This is an optimization exercise on Yosys and OpenROAD, whose aim is small area, a short achievable clock period and few clock cycles, not a production implementation. Only simulation tests tie the RTL to the original design; equivalence was not proved. Power figures rest on the tool's default switching activity, not on a simulated workload.

## purple
// mips
module mips(
    input clk,
    input reset,
    output [31:0] i_addr,
    input  [31:0] i_data,
    output [31:0] d_addr,
    output [31:0] d_wdata,
    output        d_we,
    output [31:0] d_pc,
    input  [31:0] d_rdata,
    output        reg_we,
    output [4:0]  reg_addr,
    output [31:0] reg_wdata,
    output [31:0] reg_pc
    );
Size: about 5100 cells after synthesis, ~1500 flip-flops, roughly 270 I/O pins, roughly 64000 um^2 of cells after synthesis.
==> module mips, before the edit <==
module mips(
    input clk,
    input reset,
    output [31:0] i_addr,
    input  [31:0] i_data,
    output [31:0] d_addr,
    output [31:0] d_wdata,
    output        d_we,
    output [31:0] d_pc,
    input  [31:0] d_rdata,
    output        reg_we,
    output [4:0]  reg_addr,
    output [31:0] reg_wdata,
    output [31:0] reg_pc
    );
    reg [31:0] pc;
    assign i_addr = pc;
    reg        d_v;
    reg [31:0] d_ir, dpc;
    reg [31:0] e_a, e_b, e_x, e_pc;
    reg        e_sub, e_or, e_lw, e_sw, e_beq, e_wr;
    reg [4:0]  e_dst;
    reg        e_fsl;
    reg [31:0] m_res, m_sd, m_pc;
    reg        m_lw, m_sw, m_wr;
    reg [4:0]  m_dst;
    reg [31:0] w_res, w_pc;
    reg        w_wr;
    reg [4:0]  w_dst;
    reg [31:0] rf [1:31];
    reg [31:1] rf_v;             
    wire [31:0] m_val = m_lw ? d_rdata : m_res;
    always @(posedge clk) begin
        if (m_wr) rf[m_dst] <= m_val;
    end
    always @(posedge clk) begin
        if (reset) rf_v <= 31'b0;
        else if (m_wr) rf_v[m_dst] <= 1'b1;
    end
    wire [5:0] op = d_ir[31:26];
    wire [5:0] fn = d_ir[5:0];
    wire [4:0] rs = d_ir[25:21];
    wire [4:0] rt = d_ir[20:16];
    wire [4:0] rd = d_ir[15:11];
    wire [15:0] imm = d_ir[15:0];
    wire [31:0] simm = {{16{imm[15]}}, imm};
    wire rtype = (op == 6'h00);
    wire i_add = d_v & rtype & (fn == 6'h20);
    wire i_sub = d_v & rtype & (fn == 6'h22);
    wire i_jr  = d_v & rtype & (fn == 6'h08);
    wire i_ori = d_v & (op == 6'h0d);
    wire i_lui = d_v & (op == 6'h0f);
    wire i_lw  = d_v & (op == 6'h23);
    wire i_sw  = d_v & (op == 6'h2b);
    wire i_beq = d_v & (op == 6'h04);
    wire i_jal = d_v & (op == 6'h03);
    wire beq_always = i_beq & (rs == rt);      
    wire beq_cond   = i_beq & (rs != rt);
    wire [4:0] dst = (i_add | i_sub) ? rd : i_jal ? 5'd31 : rt;
    wire wr = (i_add | i_sub | i_ori | i_lui | i_lw | i_jal) & (dst != 5'd0);
    wire use_a = i_add | i_sub | i_ori | i_lw | i_sw | beq_cond;    
    wire use_b = i_add | i_sub | beq_cond;                          
    wire e_hit_rs = e_wr & (e_dst == rs);
    wire e_hit_rt = e_wr & (e_dst == rt);
    wire stall = (e_lw & ((use_a & e_hit_rs) | (use_b & e_hit_rt))) | (i_jr & e_hit_rs);
    wire [4:0] n_rs = stall ? rs : i_data[25:21];
    wire [4:0] n_rt = stall ? rt : i_data[20:16];
    reg  [31:1] oh_s, oh_t;
    integer di;
    always @(posedge clk) begin
        for (di = 1; di < 32; di = di + 1) begin
            oh_s[di] <= (n_rs == di);
            oh_t[di] <= (n_rt == di);
        end
    end
    wire [31:1] sel_s = oh_s & rf_v;
    wire [31:1] sel_t = oh_t & rf_v;
    reg  [31:0] rf_s, rf_t;
    integer ri;
    always @(*) begin
        rf_s = 32'b0;
        rf_t = 32'b0;
        for (ri = 1; ri < 32; ri = ri + 1) begin
            rf_s = rf_s | ({32{sel_s[ri]}} & rf[ri]);
            rf_t = rf_t | ({32{sel_t[ri]}} & rf[ri]);
        end
    end
    wire [31:0] rs_val = (m_wr && m_dst == rs) ? m_val : rf_s;
    wire [31:0] rt_val = (m_wr && m_dst == rt) ? m_val : rf_t;
    wire [31:0] br_tgt = pc + {simm[29:0], 2'b00};
    wire [31:0] sum = e_a + e_b + {31'b0, e_sub};
    wire [31:0] res = e_or ? (e_a | e_b) : sum;
    wire taken = e_beq & (e_a == e_b);
    wire [31:0] sd = e_fsl ? d_rdata : e_x;
    reg [31:0] npc;
    always @(*) begin
        if (taken) npc = e_x;
        else if (stall) npc = pc;
        else if (i_jal) npc = {pc[31:28], d_ir[25:0], 2'b00};
        else if (beq_always) npc = br_tgt;
        else if (i_jr) npc = rs_val;
        else npc = pc + 32'd4;
    end
    always @(posedge clk) begin
        if (reset) pc <= 32'h00003000;
        else pc <= npc;
    end
    always @(posedge clk) begin
        if (reset) d_v <= 1'b0;
        else if (taken) d_v <= 1'b0;
        else if (!stall) d_v <= 1'b1;
    end
    always @(posedge clk) begin
        if (!stall) begin
            d_ir <= i_data;
            dpc <= pc;
        end
    end
    wire fwd_s = e_hit_rs & ~e_lw;
    wire fwd_t = e_hit_rt & ~e_lw;
    wire bubble = stall;
    always @(posedge clk) begin
        if (reset | bubble) begin
            e_lw <= 1'b0; e_sw <= 1'b0; e_beq <= 1'b0; e_wr <= 1'b0;
        end else begin
            e_lw <= i_lw; e_sw <= i_sw; e_beq <= beq_cond; e_wr <= wr;
        end
    end
    always @(posedge clk) begin
        e_sub <= i_sub;
        e_or  <= i_ori | i_lui;
        e_dst <= dst;
        e_fsl <= e_hit_rt & e_lw;
        e_pc  <= dpc;
        e_a   <= i_jal ? dpc : i_lui ? 32'b0 : fwd_s ? res : rs_val;
        e_b   <= (i_add | i_beq) ? (fwd_t ? res : rt_val) :
                 i_sub ? ~(fwd_t ? res : rt_val) :
                 i_jal ? 32'd8 :
                 i_lui ? {imm, 16'b0} :
                 i_ori ? {16'b0, imm} : simm;
        e_x   <= i_sw ? (fwd_t ? res : rt_val) : br_tgt;
    end
    always @(posedge clk) begin
        if (reset) begin
            m_lw <= 1'b0; m_sw <= 1'b0; m_wr <= 1'b0;
        end else begin
            m_lw <= e_lw; m_sw <= e_sw; m_wr <= e_wr;
        end
    end
    always @(posedge clk) begin
        m_res <= res;
        m_sd  <= sd;
        m_pc  <= e_pc;
        m_dst <= e_dst;
    end
    assign d_addr  = m_res;
    assign d_wdata = m_sd;
    assign d_we    = m_sw;
    assign d_pc    = m_pc;
    always @(posedge clk) begin
        if (reset) w_wr <= 1'b0;
        else w_wr <= m_wr;
    end
    always @(posedge clk) begin
        w_res <= m_val;
        w_pc  <= m_pc;
        w_dst <= m_dst;
    end
    assign reg_we    = w_wr;
    assign reg_addr  = w_dst;
    assign reg_wdata = w_res;
    assign reg_pc    = w_pc;
endmodule
Settings: LEC_CHECK=0, CAP_MARGIN=20, CORE_MARGIN=2, CORE_UTILIZATION=50, CTS_CLUSTER_DIAMETER=80, CTS_CLUSTER_SIZE=24, SLEW_MARGIN=20; clock period 9.0 ns.
standard.sh (not shown) runs the stock make flow with config.mk's settings and CLKGATE_MAP_FILE= SYNTH_SCRIPT=/design/flow/synth_recipe.tcl, a recipe that flattens the netlist after the stock synthesis.
==> flow/flow/run.sh <==
#!/bin/bash
# The standard layout, with timing repair aiming for more setup slack
# than the clock period needs (the SDC and clock period are unchanged).
bash standard.sh SETUP_SLACK_MARGIN=6 finish > standard.log 2>&1
The final layout from purple, which completed every stage, passed the timing, design-rule and antenna checks at the end of the flow.
Testbench counts of purple, summed over its fixed seeds: cycles 28,575.
> inputs changed (purple -> green)
-- flow/design.v --
<<< purple, line 32
    reg [31:0] rf [1:31];
    reg [31:1] rf_v;             
    wire [31:0] m_val = m_lw ? d_rdata : m_res;
    always @(posedge clk) begin
>>> green, line 32
    reg [31:0] rf [1:31];
    reg [31:1] rf_v;             
    reg [31:1] rf_v_n;
    integer vi;
    always @(*) begin
        for (vi = 1; vi < 32; vi = vi + 1)
            rf_v_n[vi] = ~reset & (rf_v[vi] | (m_wr & (m_dst == vi)));
    end
    wire [31:0] m_val = m_lw ? d_rdata : m_res;
    always @(posedge clk) begin
<<< purple, line 37
    end
    always @(posedge clk) begin
        if (reset) rf_v <= 31'b0;
        else if (m_wr) rf_v[m_dst] <= 1'b1;
    end
    wire [5:0] op = d_ir[31:26];
>>> green, line 43
    end
    always @(posedge clk) begin
        rf_v <= rf_v_n;
    end
    wire [5:0] op = d_ir[31:26];
<<< purple, line 72
    always @(posedge clk) begin
        for (di = 1; di < 32; di = di + 1) begin
            oh_s[di] <= (n_rs == di);
            oh_t[di] <= (n_rt == di);
        end
    end
    wire [31:1] sel_s = oh_s & rf_v;
    wire [31:1] sel_t = oh_t & rf_v;
    reg  [31:0] rf_s, rf_t;
    integer ri;
>>> green, line 77
    always @(posedge clk) begin
        for (di = 1; di < 32; di = di + 1) begin
            oh_s[di] <= (n_rs == di) & rf_v_n[di];
            oh_t[di] <= (n_rt == di) & rf_v_n[di];
        end
    end
    wire [31:1] sel_s = oh_s;
    wire [31:1] sel_t = oh_t;
    reg  [31:0] rf_s, rf_t;
    integer ri;
green vs. purple: non-clock buffering overhead in the final layout -1.3 points, count of inverters not on the clock network in the layout now sits lower. Via count ended up 3.8% lower on green than on purple. [compare] base=purple new=green: die height lost 1.1%, cell count decreased by about 5% relative to the old numbers, sum of internal, switching and leakage power fell by about 2.2%.
Testbench counts of green, summed over its fixed seeds: cycles 28,575.

afterwards: timing with drivers on the ports:
In the flow no input, the clock included, has a driving cell. The finished layouts below were timed again as built, in two steps. Step 1 (the two cells are an assumption about what drives the block):
set clk [get_ports {clk}]
set_driving_cell -lib_cell sky130_fd_sc_hd__clkbuf_16 $clk
set_driving_cell -lib_cell sky130_fd_sc_hd__buf_2 [delete_from_list [all_inputs] $clk]
Step 2 also shifts input and output timing later by t, the mid clock arrival at the registers, as if the neighbouring blocks saw the same clock. Slacks: ideal / step 1 / step 2; pairs: ideal / step 1.
run	t, ns	setup WS [ns]	hold WS [ns]
purple	0.858	5.452 / 5.452 / 4.965	0.329 / 0.329 / 0.329
green	0.831	5.725 / 5.725 / 5.023	0.326 / 0.326 / 0.326
After both steps setup and hold are still met in every run listed. The setup slack of green, which loses most, moves by 0.000 ns with the drivers and by -0.702 ns with both steps.
